Background: an optimization exercise with open tools, aiming at small area. Do not read the settings as production practice. In this exercise RTL edits were held to simulation tests only and were not proved equivalent to the original. The clock port is modelled as an ideal driver; clocking choices that lean on that would not hold on a real chip. Power and IR drop assume default switching activity.

==> flow/design.v (outline; a module is shown in full before it is edited, if it fits) <==
// module sdram_a2111o: 9 lines
// module sdram_a21o: 7 lines
// module sdram_a21oi: 7 lines
// module sdram_a221oi: 9 lines
// module sdram_a222oi: 10 lines
// module sdram_a22o: 8 lines
// module sdram_a22oi: 8 lines
// module sdram_a31o: 8 lines
// module sdram_a31oi: 8 lines
// module sdram_and2: 6 lines
// module sdram_and3: 7 lines
// module sdram_and4: 8 lines
// module sdram_clkinv: 5 lines
// module sdram_mux2i: 7 lines
// module sdram_nand2: 6 lines
// module sdram_nand2b: 6 lines
// module sdram_nand3: 7 lines
// module sdram_nand4: 8 lines
// module sdram_nor2: 6 lines
// module sdram_nor2b: 6 lines
// module sdram_nor3: 7 lines
// module sdram_nor4: 8 lines
// module sdram_nor4bb: 8 lines
// module sdram_o211ai: 8 lines
// module sdram_o21ai: 7 lines
// module sdram_o21bai: 7 lines
// module sdram_o22ai: 8 lines
// module sdram_or2: 6 lines
// module sdram_or3: 7 lines
// module sdram_or4: 8 lines
// module sdram_xnor2: 6 lines
// module sdram_xor2: 6 lines
// module sdram: 788 lines
module sdram #(parameter FREQ = 50000000) (clk, reset, read, write, wr_strb, addr, cmd_ready, data_write, data_read, data_read_val, sdram_cs, sdram_bank, sdram_addr, sdram_ras, sdram_cas, sdram_we, sdram_data_in, sdram_data_out, sdram_drive_data);
  // ...
==> flow/flow/run.sh <==
#!/bin/bash
# Standard ORFS layout (the standard.sh) with these changes:
#  - port buffers use the smallest buffer cell instead of the one
#    buffer_ports picks by default;
#  - before placement's repair_design, every combinational cell is swapped
#    for the smallest cell of its family (flow/downsize.tcl); repair_design
#    then fixes any slew or load violation this causes;
#  - CTS without dummy loads, built from clkbuf_4; after CTS, flow/clkfix.tcl
#    swaps a leaf clkbuf_4 for a clkbuf_8 where its flip-flops would see a
#    clock slew over 105 ps (estimated), then re-legalises the placement;
#  - the buffers synthesis inserted are removed at floorplan.
# Each tool's output goes to standard.log here (ORFS keeps per-step logs
# under orfs/logs).
set -o pipefail
here=$(pwd)
export BUFFER_PORTS_ARGS="-buffer_cell sky130_fd_sc_hd__buf_1"
export PRE_RESIZE_TCL="$here/flow/downsize.tcl"
export POST_CTS_TCL="$here/flow/clkfix.tcl"
export CTS_ARGS='-sink_clustering_enable -repair_clock_nets -buf_list sky130_fd_sc_hd__clkbuf_4 -dont_use_dummy_load'
export REMOVE_ABC_BUFFERS=1
bash standard.sh finish > standard.log 2>&1
==> flow/flow/clkfix.tcl <==
set clkfix_count 0
for {set round 0} {$round < 6} {incr round} {
 estimate_parasitics -placement
 set changed 0
 foreach inst [get_cells *] {
  if {![string match *__clkbuf_4 [get_property $inst ref_name]]} continue
  set worst 0
  foreach p [get_pins -of_objects [get_nets -of_objects [get_pins [get_full_name $inst]/X]]] {
    if {[get_property $p direction] ne "input"} continue
    if {[string match *clkbuf* [get_property [get_cells -of_objects $p] ref_name]]} continue
    set s [get_property $p slew_max]
    if {$s > $worst} { set worst $s }
  }
  if {$worst > 0.105} {
    replace_cell [get_full_name $inst] sky130_fd_sc_hd__clkbuf_8
    incr clkfix_count
    incr changed
  }
 }
 if {$changed == 0} break
}
puts "clkfix: upsized $clkfix_count clock buffers"
if {$clkfix_count > 0} {
  detailed_placement
  check_placement -verbose
}
==> flow/flow/downsize.tcl <==
# Swap each combinational cell for the smallest cell of its family (same
# function, lower drive); repair_design afterwards fixes slew and load.
set db [ord::get_db]
proc ds_dont_use {name} {
  foreach p $::env(DONT_USE_CELLS) { if {[string match $p $name]} { return 1 } }
  return 0
}
array set ds_best {}
foreach lib [$db getLibs] {
  foreach m [$lib getMasters] {
    set n [$m getName]
    if {![regexp {^(sky130_fd_sc_hd__[a-z0-9]+)_([0-9]+)$} $n -> base drv]} continue
    if {[ds_dont_use $n]} continue
    set a [expr {[$m getWidth] * [$m getHeight]}]
    if {![info exists ds_best($base)] || $a < [lindex $ds_best($base) 1]} {
      set ds_best($base) [list $n $a]
    }
  }
}
set ds_count 0
foreach inst [[ord::get_db_block] getInsts] {
  set m [$inst getMaster]
  set n [$m getName]
  if {![regexp {^(sky130_fd_sc_hd__[a-z0-9]+)_([0-9]+)$} $n -> base drv]} continue
  if {[regexp {^sky130_fd_sc_hd__(df|edf|sdf|dl|tap|conb|fill|decap|diode|clk)} $n]} continue
  if {![info exists ds_best($base)]} continue
  lassign $ds_best($base) bn ba
  if {$bn ne $n && $ba < [$m getWidth] * [$m getHeight]} {
    replace_cell [$inst getName] $bn
    incr ds_count
  }
}
puts "downsize: replaced $ds_count cells"
==> flow/standard.sh <==
#!/bin/bash
# synth_recipe.tcl (not shown) runs the flow's synth.tcl, then flattens the netlist and writes it again
# the make line also repeats each setting of config.mk as NAME=value (left out here)
make -C /OpenROAD-flow-scripts/flow DESIGN_CONFIG=/design/flow/config.mk WORK_HOME=/design/flow/orfs CLKGATE_MAP_FILE= SYNTH_SCRIPT=/design/flow/synth_recipe.tcl "${@:-finish}"
==> flow/config.mk <==
export PLATFORM = sky130hd
export DESIGN_NAME = sdram
export DESIGN_NICKNAME = sdram
export VERILOG_FILES = /design/flow/design.v
export SDC_FILE = /design/flow/constraint.sdc
export NUM_CORES = 4
export LEC_CHECK = 0
export CAP_MARGIN = 0
export CORE_MARGIN = 2
export CORE_UTILIZATION = 65
export SLEW_MARGIN = 0
export SYNTH_HIERARCHICAL = 1
export SYNTH_MINIMUM_KEEP_SIZE = 0
==> flow/constraint.sdc <==
create_clock -name core_clock -period 20.0 [get_ports {clk}]
set_input_delay 4.0000 -clock core_clock [delete_from_list [all_inputs] [get_ports {clk}]]
set_output_delay 4.0000 -clock core_clock [all_outputs]
set_load 0.01 [all_outputs]
==> results.txt, run 1 <==
- Status: timing/DRC/antenna clean
- Power Dens Cells: 109.5 nW/um^2
- IO buf count: 85
- GPL Wtd Cong: 0.9370
- Final setup violation count: 0
- HPWL Detailed: 10440 um
- Vias in the first global route: 4491
- Most common cell after layout, fill and taps aside: edfxtp_1
- Average cell area after synthesis: 14.75 sq um
- Endpoints failing hold: 0
- Cell family with most CP delay: compound AO/OA/AOI/OAI gates
- Mapped Area: 7082 sq um
- Total gr overflow: 0
- Clock buf/inv share: 2.446%
- Clock buffer count: 17
- Yosys reg bits: 165
- Adder and majority gate portion of the synthesized area: 0%
- Ranking of synthesized cells by area: edfxtp_1 (60%), dfxtp_1 (6.8%), a222oi_1 (3.8%)
- P_int: 0.0005570 W
- Period utilization: 52.14%
- Multi-In Gates: 295
- Cells on Worst Hold Path: 1
- Hold_sp: timer[0]
- Clk sink count: 165
- WHS: 0.4696 ns
==> inputs of run 2 (changes only) <==
--- a/flow/config.mk
+++ b/flow/config.mk
@@ -6,8 +6,9 @@
 export NUM_CORES = 4
 export LEC_CHECK = 0
-export CAP_MARGIN = 0
+export CAP_MARGIN = 10
 export CORE_MARGIN = 2
 export CORE_UTILIZATION = 65
-export SLEW_MARGIN = 0
+export GPL_TIMING_DRIVEN = 0
+export SLEW_MARGIN = 10
 export SYNTH_HIERARCHICAL = 1
 export SYNTH_MINIMUM_KEEP_SIZE = 0
==> results.txt, run 2 <==
- Maximum VDD drop: 87.50 uV
- EDFF count, synth: 141
- Final net count: 642
- HPWL Detailed: 10530 um (+0.85%)
- Starting density of the core: 65.91%
- Proportion of synthesized area in mux cells: 0.5654%
- DR WL/cell: 21.46 um
- Slew Limit Fails: 0
- Worst Max-Slew Pin Slew: 0.9292 ns
- Chip Height: 108.4 um
- Synth top cells by count: edfxtp_1 (141), nor2_1 (37), nand2_1 (33)
- Power Dens Cells: 108.9 nW/um^2 (-0.52%)
- Gate power share: 21.3%
- Antenna Nets Post-Route: 0
- Area grow syn2layout: 4.117%
- Layout fillers: 821
- Flop pwr share: 59.4%
- Max Cap Violations: 0
- Initial antenna violation count: 0
- Detailed-route DRC error count: 0
- Largest register FFs: 104
- Worst Setup EP: sdram_addr[0]
- Slew headroom: 37.71%
- Post-synthesis compound-gate area fraction: 12.47%
- Critical Path Stages: 9
- Worst EP arrival: 6.40 ns
- Commonest non-fill, non-tap cells in the layout: edfxtp_1 (141), buf_1 (85), nand2_1 (33), nor2_1 (33), a222oi_1 (27)
- Synth Instances: 480
- Startpoint Class: input port
- Final non-filler cell total: 716
- Synth warn: 7
- TNS Setup: 0 ns
- Placed cell area: 7176 sq um
- Row count: 38
- Die area: 11750 sq um
- Most flops, register: g_row.u_bit.d
- Vias in the first global route: 4280 (-4.7%)
- Worst Path Required: 16.00 ns
- CP Cell Sequence: buf_1 -> nor2_1 -> nor2_1 -> nor2_2 -> a222oi_1 -> nand2_1 -> a221oi_1 -> o21ai_1 -> buf_1
- CP Class: in -> out
- Total gr overflow: 0 (unchanged)
- Global-route wire length before repair: 22990 um
- Reg-to-Reg Start: st[2]
- Average cell area after synthesis: 14.75 sq um (unchanged)
- Slowest cell on the critical path: nor2_1
- RSZ-0062 raised after global routing: false
- Post-Synth Simple-Gate Area: 16.75%
- Most used DFF post-synth: edfxtp_1
- Top-area cell type share of the netlist area: 59.79%
- Largest family of logic cells by synthesized area: simple AND/OR/NAND/NOR gates
- # diodes: 0
- Die width: 108.4 um
- CP peak stage delay: 0.55 ns
- Total GRT Usage: 27.23%
- Inst Count DP: 698
- Most common cell in the netlist: edfxtp_1
- Yosys cell types: 35
- Cell family with most CP delay: compound AO/OA/AOI/OAI gates
- Setup ws final: 9.601 ns
- Xor/xnor share of the synthesized area: 1.731%
- Reg2reg end: st[1]
- Initial DRC count: 462
- Post-layout min period: 10.40 ns
- WP buf/inv: 2
- GPL Wtd Cong: 0.9162 (-2.2%)
- Sequential fraction of the synthesis area: 66.57%
- Worst Setup SP: addr[25]
- P_int: 0.0005613 W (+0.77%)
- Final setup violation count: 0 (unchanged)
- Ranking of synthesized cells by area: edfxtp_1 (60%), dfxtp_1 (6.8%), a222oi_1 (3.8%)
- Pre-CTS WS: 9.333 ns
- Reg2Reg Depth: 17
- Adder and majority gate portion of the synthesized area: 0% (unchanged)
- Design area: 7373 sq um
- WHS: 0.4584 ns (-0.01116 ns)
- Clk slew on worst S/H paths: 0.09 ns
- Most common cell after layout, fill and taps aside: edfxtp_1
- Period utilization: 51.99% (-0.15 points)
- WL final: 15360 um
- Fraction of layout cells with a size suffix above 1: 7.465%
- Clock share of power: 19.3%
- Largest registers: g_row.u_bit.d x104, data_b x16, col_b x10
- P_leak: 2.341 nW
- Largest net degree at the start of global routing: 37
- Setup slack, reg-to-reg: 14.58 ns
- CTS tree: done
- CP endpoint kind: output port
- DRT Pass-1 Iters: 5
- Mapped Area: 7082 sq um (unchanged)
- Clk sink count: 165 (unchanged)
- Worst hold path class: reg -> reg
- Skew-Pair Late Insertion Delay: 0.57 ns
- Worst-path fanout max: 15
- Sw Share: 30.12%
- Yosys top cell by area: edfxtp_1
- Endpoints failing hold: 0 (unchanged)
- Status: timing/DRC/antenna clean
- Synth async-reset ratio: 0%
- IO buf count: 85 (unchanged)
- Setup Skew: 0.03065 ns
- Yosys reg bits: 165 (unchanged)
- # IOs: 118
- Switch Pwr: 0.0002420 W
- Drt via density: 6.223
- Core area: 10750 sq um
- Max Freq: 96.16 MHz
- Via count: 4456
## run 2: cell counts after synthesis
Identical to the previous run, type by type.
## run 2: routing by layer
metal / routed length (um) / global-route usage [%]
met4: 289 / 8.700
met3: 1461 / 9.343
met1: 6103 / 34.74
met5: 0 / 0
met2: 7509 / 44.25
## run 2: kinds of logic (layout without fill, tap and decap cells)
group           count (synthesis)  after routing
compound gates                 97             97
flops                         165            165
xor+xnor                       14             14
mux                             4              4
simple gates                  180            180
buf+inv                        20            116
## run 2: power by group through the flow
stage	sequential, W	combinational, W	clock, W
detailed placement	0.000484	0.000172	0
floorplan	0.000480	0.000134	0
global route	0.000482	0.000188	0.000168
finish	0.000477	0.000171	0.000155
global placement	0.000488	0.000182	0
## run 2: area by class of cell
type / instances / area, sq um / share of cell area (%)
Clock buffer: 17 / 183.9 / 2.494
Sequential cell: 165 / 4715 / 63.94
Timing Repair Buffer: 95 / 427.9 / 5.803
Tap cell: 140 / 175.2 / 2.376
Inverter: 4 / 15.01 / 0.2036
Multi-Input combinational cell: 295 / 1857 / 25.18
## run 2: worst register-to-register path: stages, from the launching register on
cell	delay, ns
dfxtp_1	0.55
nand2b_1	0.26
nor3_2	0.82
mux2i_1	0.53
nand2b_1	0.28
nor2_1	0.16
buf_4	0.23
a222oi_1	0.33
nand2_1	0.09
a221oi_1	0.47
xnor2_1	0.17
nor4_1	0.54
nand4_1	0.28
nor4_1	0.22
a31oi_1	0.08
o21ai_1	0.16
mux2i_1	0.08
nor2_1	0.11
## run 2: metrics by stage
stage | power, W | utilization, %
3_5_place_dp | 0.0006558 | 66.78
5_1_grt | 0.0008380 | 68.62
2_1_floorplan | 0.0006140 | -
6_report | 0.0008033 | 68.62
3_3_place_gp | 0.0006695 | 69.39
## run 2: worst min-delay path by stage
stage | from | endpoint | slack, ns | cells after the start
6_report | timer[0] | timer[1] | 0.46 | 1
2_1_floorplan | timer[0] | timer[1] | 0.40 | 1
3_3_place_gp | timer[0] | timer[1] | 0.43 | 1
5_1_grt | timer[7] | timer[8] | 0.49 | 1
3_5_place_dp | timer[0] | timer[1] | 0.45 | 1
## run 2: per-module statistics from Yosys (local to each module, per instance), a selection
module	copies in the design	area, sq um	cells	flip-flops and latches
sdram_a221oi	4	15.01	1	0
sdram_a31o	1	8.758	1	0
sdram_a31oi	4	6.256	1	0
sdram_and4	1	8.758	1	0
sdram_mux2i	4	10.01	1	0
sdram_nand2b	11	6.256	1	0
sdram_nand3	2	5.005	1	0
sdram_nor4bb	1	12.51	1	0
sdram_o211ai	4	12.51	1	0
sdram_o21ai	18	5.005	1	0
sdram_o21bai	1	7.507	1	0
sdram_or2	5	6.256	1	0
==> inputs of run 3 (changes only) <==
--- a/flow/config.mk
+++ b/flow/config.mk
@@ -8,6 +8,5 @@
 export CAP_MARGIN = 10
 export CORE_MARGIN = 2
-export CORE_UTILIZATION = 65
-export GPL_TIMING_DRIVEN = 0
+export CORE_UTILIZATION = 58
 export SLEW_MARGIN = 10
 export SYNTH_HIERARCHICAL = 1
==> results.txt, run 3 <==
- Sequential fraction of the synthesis area: 66.57% (unchanged)
- Most common cell in the netlist: edfxtp_1
- Setup Skew: 0.03719 ns (+0.006543 ns)
- Skew-Pair Late Insertion Delay: 0.56 ns (about the same)
- Slew headroom: 28.79% (-8.9 points)
- Largest registers: g_row.u_bit.d x104, data_b x16, col_b x10
- Synth async-reset ratio: 0% (unchanged)
- Via count: 4550 (+2.1%)
- Global-route wire length before repair: 24780 um (+7.8%)
- Detailed-route DRC error count: 0 (unchanged)
- Yosys top cell by area: edfxtp_1
- Final setup violation count: 0 (unchanged)
- Vias in the first global route: 4389 (+2.5%)
- Total GRT Usage: 26.18% (-1.0 points)
- Ranking of synthesized cells by area: edfxtp_1 (60%), dfxtp_1 (6.8%), a222oi_1 (3.8%)
- Fraction of layout cells with a size suffix above 1: 3.431% (-4.0 points)
- Top-area cell type share of the netlist area: 59.79% (unchanged)
- WP buf/inv: 3 (+1)
- Worst Path Required: 16.00 ns (about the same)
- RSZ-0062 raised after global routing: false
- Clk sink count: 165 (unchanged)
- Synth top cells by count: edfxtp_1 (141), nor2_1 (37), nand2_1 (33)
- Total gr overflow: 0 (unchanged)
- Chip Height: 114.5 um (+5.6%)
- Die area: 13110 sq um (+12%)
- Post-layout min period: 10.45 ns (+0.05230 ns)
- Yosys cell types: 35 (unchanged)
- Drt via density: 6.233 (+0.15%)
- Power Dens Cells: 109.9 nW/um^2 (+0.89%)
- Final total power: 0.0007992 W (-0.51%)
- CP endpoint kind: output port
- CP peak stage delay: 0.50 ns (-0.05 ns)
- EDFF count, synth: 141 (unchanged)
- Endpoints failing hold: 0 (unchanged)
- GPL Wtd Cong: 0.8942 (-2.4%)
- Initial antenna violation count: 0 (unchanged)
- Max Cap Violations: 0 (unchanged)
- Crit path top cell by count: buf_1
- # diodes: 0 (unchanged)
- Status: timing/DRC/antenna clean
- Starting density of the core: 59.21% (-6.7 points)
- Worst-path fanout max: 16 (+1)
- CP Class: in -> out
- Slew Limit Fails: 0 (unchanged)
- Yosys reg bits: 165 (unchanged)
- TNS Setup: 0 ns (unchanged)
- Average cell area after synthesis: 14.75 sq um (unchanged)
- Area grow syn2layout: 2.668%
- Row count: 40 (+5.3%)
- Most used DFF post-synth: edfxtp_1
- Die width: 114.5 um (+5.6%)
- Most common cell after layout, fill and taps aside: edfxtp_1
- Commonest non-fill, non-tap cells in the layout: edfxtp_1 (141), buf_1 (101), nor2_1 (37), nand2_1 (33), a222oi_1 (27)
- Core area: 11960 sq um (+11%)
- DR WL/cell: 22.35 um (+4.1%)
- Synth warn: 7 (unchanged)
- Initial DRC count: 530 (+15%)
- Final net count: 649 (+1.1%)
- Max Freq: 95.68 MHz (-0.50%)
- Cell family with most CP delay: compound AO/OA/AOI/OAI gates
- Largest net degree at the start of global routing: 36 (-2.7%)
- Largest register FFs: 104 (unchanged)
- Worst hold path class: reg -> reg
- P_leak: 2.292 nW (-2.1%)
- Final Util: 60.78% (-7.8 points)
- WL final: 16310 um (+6.2%)
- Most flops, register: g_row.u_bit.d
- # IOs: 118 (unchanged)
- Period utilization: 52.26% (+0.26 points)
- DRT Pass-1 Iters: 7 (+2)
- Slowest cell on the critical path: a222oi_1
- Startpoint Class: input port
- Clk slew on worst S/H paths: 0.10 ns (about the same)
- Worst EP arrival: 6.45 ns (+0.05 ns)
- HPWL Detailed: 10740 um (+2.0%)
- Synth Instances: 480 (unchanged)
- Mapped Area: 7082 sq um (unchanged)
- Antenna Nets Post-Route: 0 (unchanged)
- CP Cell Sequence: buf_1 -> nor2_1 -> nor2_1 -> nor3_1 -> buf_1 -> a222oi_1 -> nand2_1 -> a221oi_1 -> o21ai_1 -> buf_1
- Maximum VDD drop: 94.26 uV (+7.7%)
- IO buf count: 85 (unchanged)
- CTS tree: done
- Worst Max-Slew Pin Slew: 1.068 ns (+0.1390 ns)
-- run 3: changes by cell type in the layout (fill, tap and decap cells not counted), sizes merged --
cell | before | now
buf | 95 | 102
-- run 3: power breakdown --
part	total [W]	switching, W	internal [W]	leakage [nW]
logic	0.000172	0.000121	0.0000510	0.719
clock network	0.000148	0.0000942	0.0000534	0.0963
registers	0.000480	0.0000285	0.000451	1.48
-- run 3: cell families after synthesis --
| family | share of synthesized area [%] |
|---|---|
| buffers and inverters | 1.908 |
| xor gates and xnor gates | 1.731 |
| and+or+nand+nor | 16.75 |
| DFF | 66.57 |
| muxes | 0.5654 |
| AOI/OAI and AO/OA | 12.47 |
-- run 3: Yosys stat by module (local to each module, per instance), excerpt --
module / flops+latches / area [sq um] / cells inside
sdram_and3: 0 / 6.256 / 1
sdram_and4: 0 / 8.758 / 1
sdram_xnor2: 0 / 8.758 / 1
sdram_nand2b: 0 / 6.256 / 1
sdram_a22o: 0 / 8.758 / 1
sdram_o22ai: 0 / 6.256 / 1
sdram_nand2: 0 / 3.754 / 1
sdram_nor2: 0 / 3.754 / 1
sdram_and2: 0 / 6.256 / 1
sdram_nor2b: 0 / 13.76 / 1
sdram_a31oi: 0 / 6.256 / 1
sdram_a21o: 0 / 7.507 / 1
sdram_a22oi: 0 / 12.51 / 1
sdram_nor4bb: 0 / 12.51 / 1
-- run 3: path summary, 6_finish.rpt --
path                 start       endpoint  slack, ns  depth (start not counted)
setup / recovery  addr[25]  sdram_addr[0]       9.55                         10
hold / removal    timer[0]       timer[1]       0.44                          1
setup reg to reg     st[2]          st[1]      14.57                         17
hold reg to reg   timer[0]       timer[1]       0.44                          1
-- run 3: layout make-up --
type / count / area [sq um]
Inverter: 4 / 15.01
Timing Repair Buffer: 102 / 384.1
Fill cell: 980 / 4691
Tap cell: 147 / 183.9
Sequential cell: 165 / 4715
Clock buffer: 17 / 171.4
Multi-Input combinational cell: 295 / 1802
-- run 3: layer usage --
metal,global-route usage [%],share of wire (%),vias to the layer above,wire (um)
met5,0,0,-,0
met4,9.024,2.1,0,336
met3,8.205,8.6,27,1404
met2,40.39,48,217,7833
met1,35.48,41,2212,6739
li1,-,-,2094,-
-- run 3: worst register-to-register path, cell delays in order, from the launching register on --
cell and delay, ns:
dfxtp_1 0.58, nand2b_1 0.27, nor3_2 0.74, mux2i_1 0.43
nand2b_1 0.22, nor2_1 0.06, buf_1 0.39, a222oi_1 0.49
nand2_1 0.09, a221oi_1 0.48, xnor2_1 0.15, nor4_1 0.57
nand4_1 0.24, nor4_1 0.21, a31oi_1 0.07, o21ai_1 0.15
mux2i_1 0.08, nor2_1 0.13
-- run 3: stage by stage --
step / hold WS (ns) / instances / worst slack, ns / area [sq um]
6_report: 0.4385 / 730 / 9.549 / 7271
3_5_place_dp: 0.4237 / 713 / 9.532 / 7099
2_1_floorplan: 0.4022 / 464 / 10.02 / 6962
3_3_place_gp: 0.4213 / 713 / 9.920 / 7594
5_1_grt: 0.4769 / 730 / 9.362 / 7271
==> inputs of run 4 (changes only) <==
--- a/flow/config.mk
+++ b/flow/config.mk
@@ -8,5 +8,5 @@
 export CAP_MARGIN = 10
 export CORE_MARGIN = 2
-export CORE_UTILIZATION = 58
+export CORE_UTILIZATION = 70
 export SLEW_MARGIN = 10
 export SYNTH_HIERARCHICAL = 1
==> results.txt, run 4 <==
- DRT Pass-1 Iters: 7 (unchanged)
- Synth async-reset ratio: 0% (unchanged)
- Total gr overflow: 0 (unchanged)
- Met1 Resource Use GR: 42.81% (+7.3 points)
- RSZ-0062 raised after global routing: false
- Slew Limit Fails: 0 (unchanged)
- Core area: 9819 sq um (-18%)
- Worst Setup EP: sdram_addr[0]
- Busiest layer in global routing: met2
- GPL Wtd Cong: 0.8667 (-3.1%)
- Endpoints failing hold: 0 (unchanged)
- Maximum VDD drop: 72.81 uV (-23%)
- Area grow syn2layout: 2.509%
- IO buf count: 85 (unchanged)
- Synth warn: 7 (unchanged)
- Final net count: 649 (unchanged)
- Antenna Nets Post-Route: 0 (unchanged)
- Worst-path fanout max: 16 (unchanged)
- Via count: 4670 (+2.6%)
- Max Cap Violations: 0 (unchanged)
- CP endpoint kind: output port
- Max Freq: 96.39 MHz (+0.74%)
- Status: timing/DRC/antenna clean
- Most flops, register: g_row.u_bit.d
- Worst Path Required: 16.00 ns (about the same)
- Fraction of layout cells with a size suffix above 1: 3.431% (unchanged)
- Starting density of the core: 72.12% (+13 points)
- Reg-to-Reg Start: st[2]
- Die width: 104.6 um (-8.7%)
- Worst hold path class: reg -> reg
- Initial DRC count: 546 (+3.0%)
- TNS Setup: 0 ns (unchanged)
- Startpoint Class: input port
- Yosys reg bits: 165 (unchanged)
- Most common cell in the netlist: edfxtp_1
- Slew headroom: 27.57% (-1.2 points)
- Period utilization: 51.87% (-0.38 points)
- Drt via density: 6.522 (+4.6%)
- Power Dens Cells: 110.2 nW/um^2 (+0.28%)
- Die area: 10940 sq um (-17%)
- Setup slack, reg-to-reg: 14.75 ns (+0.18 ns)
- EDFF count, synth: 141 (unchanged)
- Most common cell after layout, fill and taps aside: edfxtp_1
- Setup Skew: 0.03775 ns (+0.0005575 ns)
- HPWL Detailed: 10390 um (-3.3%)
- Largest registers: g_row.u_bit.d x104, data_b x16, col_b x10
- Chip Height: 104.6 um (-8.7%)
- Final setup violation count: 0 (unchanged)
- Top-area cell type share of the netlist area: 59.79% (unchanged)
- Mapped Area: 7082 sq um (unchanged)
- P_leak: 2.295 nW (+0.11%)
- # IOs: 118 (unchanged)
- Clk slew on worst S/H paths: 0.07 ns (-0.03 ns)
- CP Class: in -> out
- GRT met3 Usage: 8.858% (+0.65 points)
- Worst Setup SP: addr[25]
- Reg2Reg Depth: 17 (unchanged)
- Detailed-route DRC error count: 0 (unchanged)
- Average cell area after synthesis: 14.75 sq um (unchanged)
- Pre-CTS WS: 9.693 ns (+0.1613 ns)
- Initial antenna violation count: 0 (unchanged)
- Largest net degree at the start of global routing: 36 (unchanged)
- WHS: 0.4588 ns (+0.02029 ns)
- Sequential fraction of the synthesis area: 66.57% (unchanged)
- CTS tree: done
- Post-layout min period: 10.37 ns (-0.07641 ns)
- Routing usage on met2: 45.33% (+4.9 points)
- Most used DFF post-synth: edfxtp_1
- Largest register FFs: 104 (unchanged)
- Global-route wire length before repair: 24570 um (-0.84%)
- DR WL/cell: 21.85 um (-2.2%)
- Worst EP arrival: 6.37 ns (-0.08 ns)
- Skew-Pair Late Insertion Delay: 0.57 ns (about the same)
- Ranking of synthesized cells by area: edfxtp_1 (60%), dfxtp_1 (6.8%), a222oi_1 (3.8%)
- Clk sink count: 165 (unchanged)
- Yosys cell types: 35 (unchanged)
- Row count: 36 (-10%)
- Total GRT Usage: 30.17% (+4.0 points)
- Yosys top cell by area: edfxtp_1
- Setup ws final: 9.625 ns (+0.07641 ns)
- Commonest non-fill, non-tap cells in the layout: edfxtp_1 (141), buf_1 (101), nor2_1 (37), nand2_1 (33), a222oi_1 (27)
- Synth top cells by count: edfxtp_1 (141), nor2_1 (37), nand2_1 (33)
- Worst Max-Slew Pin Slew: 1.086 ns (+0.01826 ns)
- Reg2reg end: st[1]
- # diodes: 0 (unchanged)
- Synth Instances: 480 (unchanged)
- WL final: 15640 um (-4.1%)
- Vias in the first global route: 4584 (+4.4%)
-- run 4: cell counts after synthesis --
No cell type changed its count.
-- run 4: metal layers --
layer / wire (um) / vias up
li1: - / 2095
met1: 6402 / 2231
met2: 7344 / 312
met3: 1583 / 32
met4: 313 / 0
met5: 0 / -
-- run 4: how the worst min path moves through the flow --
stage | depth (start not counted) | from | to
floorplan | 1 | timer[0] | timer[1]
global placement | 1 | timer[0] | timer[1]
detailed placement | 1 | timer[0] | timer[1]
global route | 1 | timer[6] | timer[7]
finish | 1 | timer[0] | timer[1]
-- run 4: power by group --
group	leakage, nW	internal (W)	total (W)	switching, W
Combinational	0.719	0.0000510	0.000171	0.000120
Sequential	1.48	0.000451	0.000478	0.0000272
Clock	0.0989	0.0000555	0.000151	0.0000955
Total	2.30	0.000558	0.000800	0.000242
-- run 4: cells by family (layout without fill, tap and decap cells) --
group           Yosys count  count (layout)  share of synthesized area (%)
mux                       4               4                         0.5654
buf+inv                  20             123                          1.908
xor+xnor                 14              14                          1.731
compound gates           97              97                          12.47
simple gates            180             180                          16.75
flops                   165             165                          66.57
-- run 4: critical path: stages --
cell      delay, ns
buf_1          0.11
nor2_1         0.06
nor2_1         0.38
nor3_1         0.10
buf_1          0.41
a222oi_1       0.54
nand2_1        0.10
a221oi_1       0.40
o21ai_1        0.13
buf_1          0.15
-- run 4: layout make-up --
cell class,count,area (sq um)
Inverter,4,15.01
Clock buffer,17,177.7
Fill cell,647,2560
Tap cell,133,166.4
Timing Repair Buffer,102,384.1
Sequential cell,165,4715
Multi-Input combinational cell,295,1802
-- run 4: per-stage QoR --
stage | cell area [sq um] | std cells | total power [W] | utilization, %
2_1_floorplan | 6962 | 464 | 0.0006140 | -
3_3_place_gp | 7576 | 699 | 0.0006764 | 77.15
3_5_place_dp | 7082 | 699 | 0.0006545 | 72.12
5_1_grt | 7259 | 716 | 0.0008359 | 73.93
6_report | 7259 | 716 | 0.0008002 | 73.93
-- run 4: Yosys stat by module, one instance, submodules excluded, a selection --
module | cell area [sq um] | times used | cells inside
sdram | 4835 | 1 | 181
sdram_a221oi | 15.01 | 4 | 1
sdram_a22oi | 12.51 | 12 | 1
sdram_a31o | 8.758 | 1 | 1
sdram_and3 | 6.256 | 16 | 1
sdram_and4 | 8.758 | 1 | 1
sdram_nand2 | 3.754 | 33 | 1
sdram_nand3 | 5.005 | 2 | 1
sdram_nand4 | 6.256 | 4 | 1
sdram_nor4bb | 12.51 | 1 | 1
sdram_o21ai | 5.005 | 18 | 1
sdram_o21bai | 7.507 | 1 | 1
sdram_or2 | 6.256 | 5 | 1
sdram_or3 | 6.256 | 3 | 1
sdram_or4 | 7.507 | 1 | 1
sdram_xnor2 | 8.758 | 13 | 1
==> inputs of run 5 (changes only) <==
--- a/flow/config.mk
+++ b/flow/config.mk
@@ -8,5 +8,5 @@
 export CAP_MARGIN = 10
 export CORE_MARGIN = 2
-export CORE_UTILIZATION = 70
+export CORE_UTILIZATION = 65
 export SLEW_MARGIN = 10
 export SYNTH_HIERARCHICAL = 1
==> results.txt, run 5 <==
- Sequential fraction of the synthesis area: 66.57% (unchanged)
- Chip Height: 108.4 um (+3.6%)
- Vias in the first global route: 4491 (-2.0%)
- Ranking of synthesized cells by area: edfxtp_1 (60%), dfxtp_1 (6.8%), a222oi_1 (3.8%)
- Fraction of layout cells with a size suffix above 1: 3.259% (-0.17 points)
- Clk sink count: 165 (unchanged)
- Slew Limit Fails: 0 (unchanged)
- Final non-filler cell total: 723 (+0.98%)
- Worst Path Required: 16.00 ns (about the same)
- Core area: 10750 sq um (+9.4%)
- Reg-to-Reg Start: st[2]
- P_int: 0.0005570 W (-0.13%)
- Detailed-route DRC error count: 0 (unchanged)
- Worst Setup EP: sdram_addr[0]
- Synth async-reset ratio: 0% (unchanged)
- Largest register FFs: 104 (unchanged)
- Initial antenna violation count: 0 (unchanged)
- Initial DRC count: 415 (-24%)
- # diodes: 0 (unchanged)
- Worst hold path class: reg -> reg
- P_leak: 2.291 nW (-0.19%)
- Final Util: 67.59% (-6.3 points)
- Flop pwr share: 60.0% (+0.2 points)
- Max Cap Violations: 0 (unchanged)
- Worst-path fanout max: 15 (-1)
- Skew-Pair Late Insertion Delay: 0.57 ns (about the same)
- EDFF count, synth: 141 (unchanged)
- Post-layout min period: 10.43 ns (+0.05402 ns)
- Xor/xnor share of the synthesized area: 1.731% (unchanged)
- # IOs: 118 (unchanged)
- Antenna Nets Post-Route: 0 (unchanged)
- Startpoint Class: input port
- Die width: 108.4 um (+3.6%)
- Global-route wire length before repair: 24090 um (-2.0%)
- Synth warn: 7 (unchanged)
- Post-synthesis compound-gate area fraction: 12.47% (unchanged)
- Setup Skew: 0.03211 ns (-0.005638 ns)
- Reg2Reg Depth: 18 (+1)
- Maximum VDD drop: 85.40 uV (+17%)
- CP Cell Sequence: buf_1 -> mux2i_1 -> nand2b_1 -> nor2_1 -> buf_1 -> a222oi_1 -> nand2_1 -> a221oi_1 -> o21ai_1 -> buf_1
- Commonest non-fill, non-tap cells in the layout: edfxtp_1 (141), buf_1 (102), nor2_1 (37), nand2_1 (33), a222oi_1 (27)
- WP buf/inv: 3 (unchanged)
- Gate power share: 21.2% (-0.2 points)
- CP peak stage delay: 0.48 ns (-0.06 ns)
- Cell family with most CP delay: compound AO/OA/AOI/OAI gates
- Endpoints failing hold: 0 (unchanged)
- Post-Synth Simple-Gate Area: 16.75% (unchanged)
- IO buf count: 85 (unchanged)
- Slew headroom: 32.49% (+4.9 points)
- Most flops, register: g_row.u_bit.d
- Setup ws final: 9.571 ns (-0.05402 ns)
- Die area: 11750 sq um (+7.4%)
- Total GRT Usage: 28.33% (-1.8 points)
- Total gr overflow: 0 (unchanged)
- Inst Count DP: 706 (+1.0%)
- HPWL Detailed: 10440 um (+0.47%)
- Crit path top cell by count: buf_1
- Via count: 4594 (-1.6%)
- Most common cell after layout, fill and taps aside: edfxtp_1
- Largest registers: g_row.u_bit.d x104, data_b x16, col_b x10
- Pre-CTS WS: 9.510 ns (-0.1830 ns)
- Status: timing/DRC/antenna clean
- Worst Setup SP: addr[23]
- Critical Path Stages: 10 (unchanged)
- Average cell area after synthesis: 14.75 sq um (unchanged)
- Sw Share: 29.97% (-0.33 points)
- Reg2reg end: st[1]
- Max Freq: 95.89 MHz (-0.52%)
- Yosys top cell by area: edfxtp_1
- CP endpoint kind: output port
- Yosys cell types: 35 (unchanged)
- Area grow syn2layout: 2.562% (about the same)
- Clock share of power: 18.8% (about the same)
- Worst EP arrival: 6.43 ns (+0.06 ns)
- Slowest cell on the critical path: a222oi_1
- WL final: 15920 um (+1.8%)
- Synth top cells by count: edfxtp_1 (141), nor2_1 (37), nand2_1 (33)
- GPL Wtd Cong: 0.9370 (+8.1%)
- Adder and majority gate portion of the synthesized area: 0% (unchanged)
- Final net count: 649 (unchanged)
- DR WL/cell: 22.01 um (+0.77%)
- Most used DFF post-synth: edfxtp_1
- WHS: 0.4696 ns (+0.01079 ns)
- Most common cell in the netlist: edfxtp_1
- Layout fillers: 790 (+22%)
- Mapped Area: 7082 sq um (unchanged)
- CTS tree: done
- Switch Pwr: 0.0002384 W (-1.7%)
- Yosys reg bits: 165 (unchanged)
- Drt via density: 6.354 (-2.6%)
- Clk slew on worst S/H paths: 0.10 ns (+0.03 ns)
- Power Dens Cells: 109.5 nW/um^2 (-0.65%)
- Setup slack, reg-to-reg: 14.68 ns (-0.07 ns)
- Top-area cell type share of the netlist area: 59.79% (unchanged)
- RSZ-0062 raised after global routing: false
- Final setup violation count: 0 (unchanged)
- Row count: 38 (+5.6%)
- Largest family of logic cells by synthesized area: simple AND/OR/NAND/NOR gates
- DRT Pass-1 Iters: 5 (-2)
- Synth Instances: 480 (unchanged)
- TNS Setup: 0 ns (unchanged)
- Worst Max-Slew Pin Slew: 1.013 ns (-0.07377 ns)
- Proportion of synthesized area in mux cells: 0.5654% (unchanged)
- Period utilization: 52.14% (+0.27 points)
- Largest net degree at the start of global routing: 37 (+2.8%)
- CP Class: in -> out
- Starting density of the core: 65.91% (-6.2 points)
==> run 5: layout make-up <==
class / instances / area [sq um] / area share, %
sequential: 165 / 4715 / 64.91
multi-input combinational: 295 / 1798 / 24.75
timing repair buffer: 102 / 382.9 / 5.271
clock buffer: 17 / 177.7 / 2.446
tap: 140 / 175.2 / 2.412
inverter: 4 / 15.01 / 0.2067
==> run 5: cell families after synthesis <==
kind of cell           count (synthesis)
multiplexers                           4
AND/OR/NAND/NOR                      180
buffers and inverters                 20
AO/OA/AOI/OAI                         97
XOR/XNOR                              14
flip-flops                           165
==> run 5: worst min path at each step <==
stage               slack, ns  depth (start not counted)  endpoint     start
floorplan                0.40                          1  timer[1]  timer[0]
global placement         0.43                          1  timer[1]  timer[0]
detailed placement       0.44                          1  timer[1]  timer[0]
global route             0.50                          1  timer[4]  timer[3]
finish                   0.47                          1  timer[1]  timer[0]
==> run 5: power groups by stage <==
stage / logic [W] / clock network (W) / registers [W]
after floorplan: 0.000134 / 0 / 0.000480
after global placement: 0.000188 / 0 / 0.000487
after detailed placement: 0.000167 / 0 / 0.000485
after global routing: 0.000184 / 0.000165 / 0.000484
final: 0.000169 / 0.000149 / 0.000478
==> run 5: per-module statistics from Yosys (local to each module, per instance), excerpt <==
module | times used | cell area [sq um] | cells inside
sdram_a2111o | 1 | 11.26 | 1
sdram_a31o | 1 | 8.758 | 1
sdram_and2 | 21 | 6.256 | 1
sdram_nand2b | 11 | 6.256 | 1
sdram_nor2b | 7 | 13.76 | 1
sdram_nor4 | 13 | 12.51 | 1
sdram_xnor2 | 13 | 8.758 | 1
sdram_xor2 | 1 | 8.758 | 1
==> run 5: metal layers <==
layer	GRT usage, %	vias up	wire [um]
met3	8.559	26	1539
met1	36.94	2207	6281
met2	45.28	265	7832
met5	0	-	0
li1	-	2096	-
met4	10.44	0	261
==> run 5: metrics by stage <==
step           area (sq um)  power [W]
6_report               7263  0.0007954
5_1_grt                7263  0.0008332
3_5_place_dp           7086  0.0006517
3_3_place_gp           7585  0.0006750
2_1_floorplan          6962  0.0006140

afterwards: timing with drivers on the ports:
Ports are ideal in the flow. The routed layouts listed here were re-timed in OpenROAD.
Step 1 (the two cells are an assumption about what drives the block):
set clk [get_ports {clk}]
set_driving_cell -lib_cell sky130_fd_sc_hd__clkbuf_16 $clk
set_driving_cell -lib_cell sky130_fd_sc_hd__buf_2 [delete_from_list [all_inputs] $clk]
Step 2 times the ports against the registers' clock, not the clock port: input delays grow and output delays shrink by t, the midpoint of the rising clock arrivals with the driver on.
Three values: ideal ports, drivers, drivers and shift; two values: the first two.
| run | t, ns | slack for setup (ns) | worst hold slack (ns) | worst setup path after step 2 | slew at the worst register clock pin (ns) |
|---|---|---|---|---|---|
| run 1 | 0.584 | 9.571 / 9.547 / 9.547 | 0.470 / 0.470 / 0.470 | input to output | 0.10 / 0.10 |
| run 2 | 0.589 | 9.601 / 9.564 / 9.564 | 0.458 / 0.458 / 0.458 | input to output | 0.10 / 0.10 |
| run 3 | 0.572 | 9.549 / 9.527 / 9.527 | 0.438 / 0.438 / 0.438 | input to output | 0.10 / 0.10 |
| run 4 | 0.582 | 9.625 / 9.597 / 9.597 | 0.459 / 0.459 / 0.459 | input to output | 0.11 / 0.11 |
| run 5 | 0.584 | 9.571 / 9.547 / 9.547 | 0.470 / 0.470 / 0.470 | input to output | 0.10 / 0.10 |
After both steps every run listed still meets setup and hold. For run 2, which loses most, drivers alone change the setup slack by -0.037 ns; drivers and shift together by -0.037 ns.
